From an optimization exercise on the open Yosys and OpenROAD flow, aimed at small area; shortcuts taken in it are not production practice.
No activity file was given, so power comes from the tool's default toggle rates.

rev 12:
==> flow/design.v <==
module DFT( output [31:0] real_value,
            output [31:0] imag_value,
            input [7:0] in,
            input clk, rst );
function [21:0] raddl;
  input [20:0] a, b;
  input ci;
  integer i;
  reg c;
  begin
    c = ci;
    for (i = 0; i < 21; i = i + 1) begin
      raddl[i] = a[i] ^ b[i] ^ c;
      c = (a[i] & b[i]) | (a[i] & c) | (b[i] & c);
    end
    raddl[21] = c;
  end
endfunction
function [4:0] raddh0;
  input [4:0] a, b;
  integer i;
  reg c;
  begin
    c = 1'b0;
    for (i = 0; i < 5; i = i + 1) begin
      raddh0[i] = a[i] ^ b[i] ^ c;
      c = (a[i] & b[i]) | (a[i] & c) | (b[i] & c);
    end
  end
endfunction
function [4:0] raddh1;
  input [4:0] a, b;
  integer i;
  reg c;
  begin
    c = 1'b1;
    for (i = 0; i < 5; i = i + 1) begin
      raddh1[i] = a[i] ^ b[i] ^ c;
      c = (a[i] & b[i]) | (a[i] & c) | (b[i] & c);
    end
  end
endfunction
function [25:0] radd;
  input [25:0] a, b;
  input ci;
  reg [21:0] l;
  begin
    l = raddl(a[20:0], b[20:0], ci);
    radd = {l[21] ? raddh1(a[25:21], b[25:21]) : raddh0(a[25:21], b[25:21]), l[20:0]};
  end
endfunction
function [8:0] radd9;
  input [8:0] a, b;
  input ci;
  integer i;
  reg c;
  begin
    c = ci;
    for (i = 0; i < 9; i = i + 1) begin
      radd9[i] = a[i] ^ b[i] ^ c;
      c = (a[i] & b[i]) | (a[i] & c) | (b[i] & c);
    end
  end
endfunction
function [22:0] tab;
  input [2:0] c;
  input [2:0] d;
  begin
    case (c)
      3'd1: case (d) 3'd1: tab = 23'd1048576; 3'd2: tab = 23'd2097152; 3'd3: tab = 23'd3145728; 3'd4: tab = 23'd4194304; default: tab = 23'd0; endcase
      3'd2: case (d) 3'd1: tab = 23'd968758; 3'd2: tab = 23'd1937516; 3'd3: tab = 23'd2906274; 3'd4: tab = 23'd3875032; default: tab = 23'd0; endcase
      3'd3: case (d) 3'd1: tab = 23'd741456; 3'd2: tab = 23'd1482912; 3'd3: tab = 23'd2224368; 3'd4: tab = 23'd2965824; default: tab = 23'd0; endcase
      3'd4: case (d) 3'd1: tab = 23'd741455; 3'd2: tab = 23'd1482910; 3'd3: tab = 23'd2224365; 3'd4: tab = 23'd2965820; default: tab = 23'd0; endcase
      3'd5: case (d) 3'd1: tab = 23'd401272; 3'd2: tab = 23'd802544; 3'd3: tab = 23'd1203816; 3'd4: tab = 23'd1605088; default: tab = 23'd0; endcase
      default: tab = 23'd0;
    endcase
  end
endfunction
reg [7:0] lo [0:7];    
reg [7:0] hi [0:7];    
reg [4:0] j;           
reg [3:0] k;           
reg ld;                
reg [25:0] accr, acci;
reg [25:0] outr, outi;
wire ldA = ld & ~k[0] & j[4] & j[0];
wire ldB = ld &  k[0] & ~j[4] & ~j[3] & j[0];
wire ldC = ld &  k[0] & ~j[4] &  j[3] & j[0];
wire ldD = ld &  k[0] &  j[4] & j[0];
integer q;
always @(posedge clk) begin
  lo[0] <= ldA ? in : lo[7];
  lo[1] <= ldB ? in : lo[0];
  hi[0] <= ldC ? in : hi[7];
  hi[1] <= ldD ? in : hi[0];
  for (q = 2; q < 8; q = q + 1) begin
    lo[q] <= lo[q-1];
    hi[q] <= hi[q-1];
  end
end
always @(posedge clk) begin
  if (rst) begin
    j <= 5'd16;
    k <= 4'd14;
    ld <= 1'b1;
  end else if (j == 5'd23) begin
    j <= 5'd0;
    k <= k + 4'd1;
    if (k == 4'd15) ld <= 1'b0;
  end else begin
    j <= j + 5'd1;
  end
end
wire [7:0] a = lo[7];
wire [7:0] b = hi[7];
wire kn0 = k[0] ^ (j == 5'd23);    
wire [8:0] un = radd9({a[7], a}, {b[7], b} ^ {9{kn0}}, kn0);
reg [2:0] n;
always @(*) begin
  case (j[2:0])
    3'd0: n = 3'd3;
    3'd1: n = 3'd4;
    3'd2: n = 3'd0;
    3'd3: n = 3'd5;
    3'd4: n = 3'd1;
    3'd5: n = 3'd6;
    3'd6: n = 3'd2;
    3'd7: n = 3'd7;
  endcase
end
reg [3:0] g;
wire [1:0] pn = (j == 5'd23) ? 2'd0 : (j == 5'd7) ? 2'd1 : (j == 5'd15) ? 2'd2 : j[4:3];
always @(*) begin
  case (pn)
    2'd0: g = {un[2:0], 1'b0};
    2'd1: g = un[5:2];
    default: g = un[8:5];
  endcase
end
reg [2:0] dmn;
reg dnn;
always @(*) begin
  case (g)
    4'd0: begin dmn = 3'd0; dnn = 1'b0; end
    4'd1: begin dmn = 3'd1; dnn = 1'b0; end
    4'd2: begin dmn = 3'd1; dnn = 1'b0; end
    4'd3: begin dmn = 3'd2; dnn = 1'b0; end
    4'd4: begin dmn = 3'd2; dnn = 1'b0; end
    4'd5: begin dmn = 3'd3; dnn = 1'b0; end
    4'd6: begin dmn = 3'd3; dnn = 1'b0; end
    4'd7: begin dmn = 3'd4; dnn = 1'b0; end
    4'd8: begin dmn = 3'd4; dnn = 1'b1; end
    4'd9: begin dmn = 3'd3; dnn = 1'b1; end
    4'd10: begin dmn = 3'd3; dnn = 1'b1; end
    4'd11: begin dmn = 3'd2; dnn = 1'b1; end
    4'd12: begin dmn = 3'd2; dnn = 1'b1; end
    4'd13: begin dmn = 3'd1; dnn = 1'b1; end
    4'd14: begin dmn = 3'd1; dnn = 1'b1; end
    4'd15: begin dmn = 3'd0; dnn = 1'b0; end
  endcase
end
reg [2:0] dm;
reg dn;
always @(posedge clk) begin
  dm <= dmn;
  dn <= dnn;
end
wire [3:0] m = ({4{n[0]}} & k) + ({4{n[1]}} & {k[2:0], 1'b0}) + ({4{n[2]}} & {k[1:0], 2'b00});
wire altc = k[0] & n[1];
wire alt_r = altc & (n[2] == (k[1] ^ k[2]));
wire alt_i = altc & (n[2] != (k[1] ^ k[2]));
reg [2:0] rcn, icn;
reg rsn, isn;
always @(*) begin
  case (m)
    4'd0: begin rsn = 1'b0; rcn = 3'd1; isn = 1'b0; icn = 3'd0; end
    4'd1: begin rsn = 1'b0; rcn = 3'd2; isn = 1'b1; icn = 3'd5; end
    4'd2: begin rsn = 1'b0; rcn = (alt_r ? 3'd4 : 3'd3); isn = 1'b1; icn = (alt_i ? 3'd4 : 3'd3); end
    4'd3: begin rsn = 1'b0; rcn = 3'd5; isn = 1'b1; icn = 3'd2; end
    4'd4: begin rsn = 1'b0; rcn = 3'd0; isn = 1'b1; icn = 3'd1; end
    4'd5: begin rsn = 1'b1; rcn = 3'd5; isn = 1'b1; icn = 3'd2; end
    4'd6: begin rsn = 1'b1; rcn = (alt_r ? 3'd4 : 3'd3); isn = 1'b1; icn = (alt_i ? 3'd4 : 3'd3); end
    4'd7: begin rsn = 1'b1; rcn = 3'd2; isn = 1'b1; icn = 3'd5; end
    4'd8: begin rsn = 1'b1; rcn = 3'd1; isn = 1'b0; icn = 3'd0; end
    4'd9: begin rsn = 1'b1; rcn = 3'd2; isn = 1'b0; icn = 3'd5; end
    4'd10: begin rsn = 1'b1; rcn = (alt_r ? 3'd4 : 3'd3); isn = 1'b0; icn = (alt_i ? 3'd4 : 3'd3); end
    4'd11: begin rsn = 1'b1; rcn = 3'd5; isn = 1'b0; icn = 3'd2; end
    4'd12: begin rsn = 1'b0; rcn = 3'd0; isn = 1'b0; icn = 3'd1; end
    4'd13: begin rsn = 1'b0; rcn = 3'd5; isn = 1'b0; icn = 3'd2; end
    4'd14: begin rsn = 1'b0; rcn = (alt_r ? 3'd4 : 3'd3); isn = 1'b0; icn = (alt_i ? 3'd4 : 3'd3); end
    4'd15: begin rsn = 1'b0; rcn = 3'd2; isn = 1'b0; icn = 3'd5; end
  endcase
end
wire r3n = alt_r & ((m == 4'd3) | (m == 4'd5) | (m == 4'd11) | (m == 4'd13));
wire i3n = alt_i & ((m == 4'd1) | (m == 4'd7) | (m == 4'd9) | (m == 4'd15));
wire [2:0] rc = rcn, ic = icn;
wire rs = rsn, is = isn;
wire r3 = r3n, i3 = i3n;
wire [22:0] mr = tab(rc, dm) | {20'd0, dm & {3{r3}}};
wire [22:0] mi = tab(ic, dm) | {20'd0, dm & {3{i3}}};
wire nr = dn ^ rs;
wire ni = dn ^ is;
wire first = (j == 5'd0);
wire shift = (j == 5'd8) | (j == 5'd16);
wire [25:0] br = first ? 26'd0  : shift ? {{3{accr[25]}}, accr[25:3]} : accr;
wire [25:0] bi = first ? 26'd63 : shift ? {{3{acci[25]}}, acci[25:3]} : acci;
wire [25:0] sr = radd(br, {3'd0, mr} ^ {26{nr}}, nr);
wire [25:0] si = radd(bi, {3'd0, mi} ^ {26{ni}}, ni);
always @(posedge clk) begin
  accr <= sr;
  acci <= si;
  if (j == 5'd23) begin
    outr <= sr[25:0];
    outi <= si[25:0];
  end
end
assign real_value = {{3{outr[25]}}, outr, 3'b000};
assign imag_value = {{3{outi[25]}}, outi, 3'b000};
endmodule
Settings: LEC_CHECK=0, ABC_AREA=1, CAP_MARGIN=20, CORE_MARGIN=2, CORE_UTILIZATION=60, CTS_CLUSTER_DIAMETER=80, CTS_CLUSTER_SIZE=24, SLEW_MARGIN=20; clock period 12.0 ns.
standard.sh (not shown) runs the stock make flow with config.mk's settings and CLKGATE_MAP_FILE= SYNTH_SCRIPT=/design/flow/synth_recipe.tcl, a recipe that flattens the netlist after the stock synthesis.
==> flow/flow/run.sh <==
#!/bin/bash
# The standard layout, with the port buffers made from the smallest buffer cell.
set -euo pipefail
export BUFFER_PORTS_ARGS="-buffer_cell sky130_fd_sc_hd__buf_1"
bash standard.sh > standard.log 2>&1
Rev 12: no failed stages, no open violations at the end
Input changes introduced in rev 13 (baseline for comparison: rev 12):
--- a/flow/design.v
+++ b/flow/design.v
@@ -69,12 +69,13 @@
     case (c)
       3'd1: case (d) 3'd1: tab = 23'd1048576; 3'd2: tab = 23'd2097152; 3'd3: tab = 23'd3145728; 3'd4: tab = 23'd4194304; default: tab = 23'd0; endcase
       3'd2: case (d) 3'd1: tab = 23'd968758; 3'd2: tab = 23'd1937516; 3'd3: tab = 23'd2906274; 3'd4: tab = 23'd3875032; default: tab = 23'd0; endcase
       3'd3: case (d) 3'd1: tab = 23'd741456; 3'd2: tab = 23'd1482912; 3'd3: tab = 23'd2224368; 3'd4: tab = 23'd2965824; default: tab = 23'd0; endcase
       3'd4: case (d) 3'd1: tab = 23'd741455; 3'd2: tab = 23'd1482910; 3'd3: tab = 23'd2224365; 3'd4: tab = 23'd2965820; default: tab = 23'd0; endcase
       3'd5: case (d) 3'd1: tab = 23'd401272; 3'd2: tab = 23'd802544; 3'd3: tab = 23'd1203816; 3'd4: tab = 23'd1605088; default: tab = 23'd0; endcase
+      3'd6: case (d) 3'd1: tab = 23'd401273; 3'd2: tab = 23'd802546; 3'd3: tab = 23'd1203819; 3'd4: tab = 23'd1605092; default: tab = 23'd0; endcase
       default: tab = 23'd0;
     endcase
   end
 endfunction
 reg [7:0] lo [0:7];    
 reg [7:0] hi [0:7];    
@@ -171,36 +172,33 @@
 wire alt_i = altc & (n[2] != (k[1] ^ k[2]));
 reg [2:0] rcn, icn;
 reg rsn, isn;
 always @(*) begin
   case (m)
     4'd0: begin rsn = 1'b0; rcn = 3'd1; isn = 1'b0; icn = 3'd0; end
-    4'd1: begin rsn = 1'b0; rcn = 3'd2; isn = 1'b1; icn = 3'd5; end
+    4'd1: begin rsn = 1'b0; rcn = 3'd2; isn = 1'b1; icn = (alt_i ? 3'd6 : 3'd5); end
     4'd2: begin rsn = 1'b0; rcn = (alt_r ? 3'd4 : 3'd3); isn = 1'b1; icn = (alt_i ? 3'd4 : 3'd3); end
-    4'd3: begin rsn = 1'b0; rcn = 3'd5; isn = 1'b1; icn = 3'd2; end
+    4'd3: begin rsn = 1'b0; rcn = (alt_r ? 3'd6 : 3'd5); isn = 1'b1; icn = 3'd2; end
     4'd4: begin rsn = 1'b0; rcn = 3'd0; isn = 1'b1; icn = 3'd1; end
-    4'd5: begin rsn = 1'b1; rcn = 3'd5; isn = 1'b1; icn = 3'd2; end
+    4'd5: begin rsn = 1'b1; rcn = (alt_r ? 3'd6 : 3'd5); isn = 1'b1; icn = 3'd2; end
     4'd6: begin rsn = 1'b1; rcn = (alt_r ? 3'd4 : 3'd3); isn = 1'b1; icn = (alt_i ? 3'd4 : 3'd3); end
-    4'd7: begin rsn = 1'b1; rcn = 3'd2; isn = 1'b1; icn = 3'd5; end
+    4'd7: begin rsn = 1'b1; rcn = 3'd2; isn = 1'b1; icn = (alt_i ? 3'd6 : 3'd5); end
     4'd8: begin rsn = 1'b1; rcn = 3'd1; isn = 1'b0; icn = 3'd0; end
-    4'd9: begin rsn = 1'b1; rcn = 3'd2; isn = 1'b0; icn = 3'd5; end
+    4'd9: begin rsn = 1'b1; rcn = 3'd2; isn = 1'b0; icn = (alt_i ? 3'd6 : 3'd5); end
     4'd10: begin rsn = 1'b1; rcn = (alt_r ? 3'd4 : 3'd3); isn = 1'b0; icn = (alt_i ? 3'd4 : 3'd3); end
-    4'd11: begin rsn = 1'b1; rcn = 3'd5; isn = 1'b0; icn = 3'd2; end
+    4'd11: begin rsn = 1'b1; rcn = (alt_r ? 3'd6 : 3'd5); isn = 1'b0; icn = 3'd2; end
     4'd12: begin rsn = 1'b0; rcn = 3'd0; isn = 1'b0; icn = 3'd1; end
-    4'd13: begin rsn = 1'b0; rcn = 3'd5; isn = 1'b0; icn = 3'd2; end
+    4'd13: begin rsn = 1'b0; rcn = (alt_r ? 3'd6 : 3'd5); isn = 1'b0; icn = 3'd2; end
     4'd14: begin rsn = 1'b0; rcn = (alt_r ? 3'd4 : 3'd3); isn = 1'b0; icn = (alt_i ? 3'd4 : 3'd3); end
-    4'd15: begin rsn = 1'b0; rcn = 3'd2; isn = 1'b0; icn = 3'd5; end
-  endcase
-end
-wire r3n = alt_r & ((m == 4'd3) | (m == 4'd5) | (m == 4'd11) | (m == 4'd13));
-wire i3n = alt_i & ((m == 4'd1) | (m == 4'd7) | (m == 4'd9) | (m == 4'd15));
+    4'd15: begin rsn = 1'b0; rcn = 3'd2; isn = 1'b0; icn = (alt_i ? 3'd6 : 3'd5); end
+  endcase
+end
 wire [2:0] rc = rcn, ic = icn;
 wire rs = rsn, is = isn;
-wire r3 = r3n, i3 = i3n;
-wire [22:0] mr = tab(rc, dm) | {20'd0, dm & {3{r3}}};
-wire [22:0] mi = tab(ic, dm) | {20'd0, dm & {3{i3}}};
+wire [22:0] mr = tab(rc, dm);
+wire [22:0] mi = tab(ic, dm);
 wire nr = dn ^ rs;
 wire ni = dn ^ is;
 wire first = (j == 5'd0);
 wire shift = (j == 5'd8) | (j == 5'd16);
 wire [25:0] br = first ? 26'd0  : shift ? {{3{accr[25]}}, accr[25:3]} : accr;
 wire [25:0] bi = first ? 26'd63 : shift ? {{3{acci[25]}}, acci[25:3]} : acci;
## What came out
Final critical-path required period deteriorates in rev 13 relative to rev 12.
Rev 13 against rev 12: sequential share of layout area roughly the same; cell leakage power higher; worst voltage drop across the vdd grid lower; summed area of non-filler cells in the final layout roughly the same; utilization of the core after routing roughly the same.
Function was not checked in any run of this note: the RTL went through the layout flow alone.

## static timing again, ports no longer ideal
How much do the figures lean on ideal ports? The routed layouts below were timed once more, with nothing changed but the port constraints. Step 1 assumes that a clkbuf_16 drives the clock port and a buf_2 every other input. Step 2, shift: input delay + t, output delay - t, t = (earliest + latest rising clock arrival at the registers) / 2. This alone moves slack from input paths to output paths. Slacks: ideal / step 1 / step 2; pairs: ideal / step 1.
| run | t, ns | setup slack, ns | worst setup path at the end | worst slew at a driven data input, ns | pins driven straight from the clock port |
|---|---|---|---|---|---|
| rev 12 | 0.520 | 0.623 / 0.623 / 0.623 | register to register | 0.05 | 1 |
| rev 13 | 0.513 | 0.552 / 0.552 / 0.552 | register to register | 0.03 | 1 |
After both steps setup and hold are still met in every run listed.
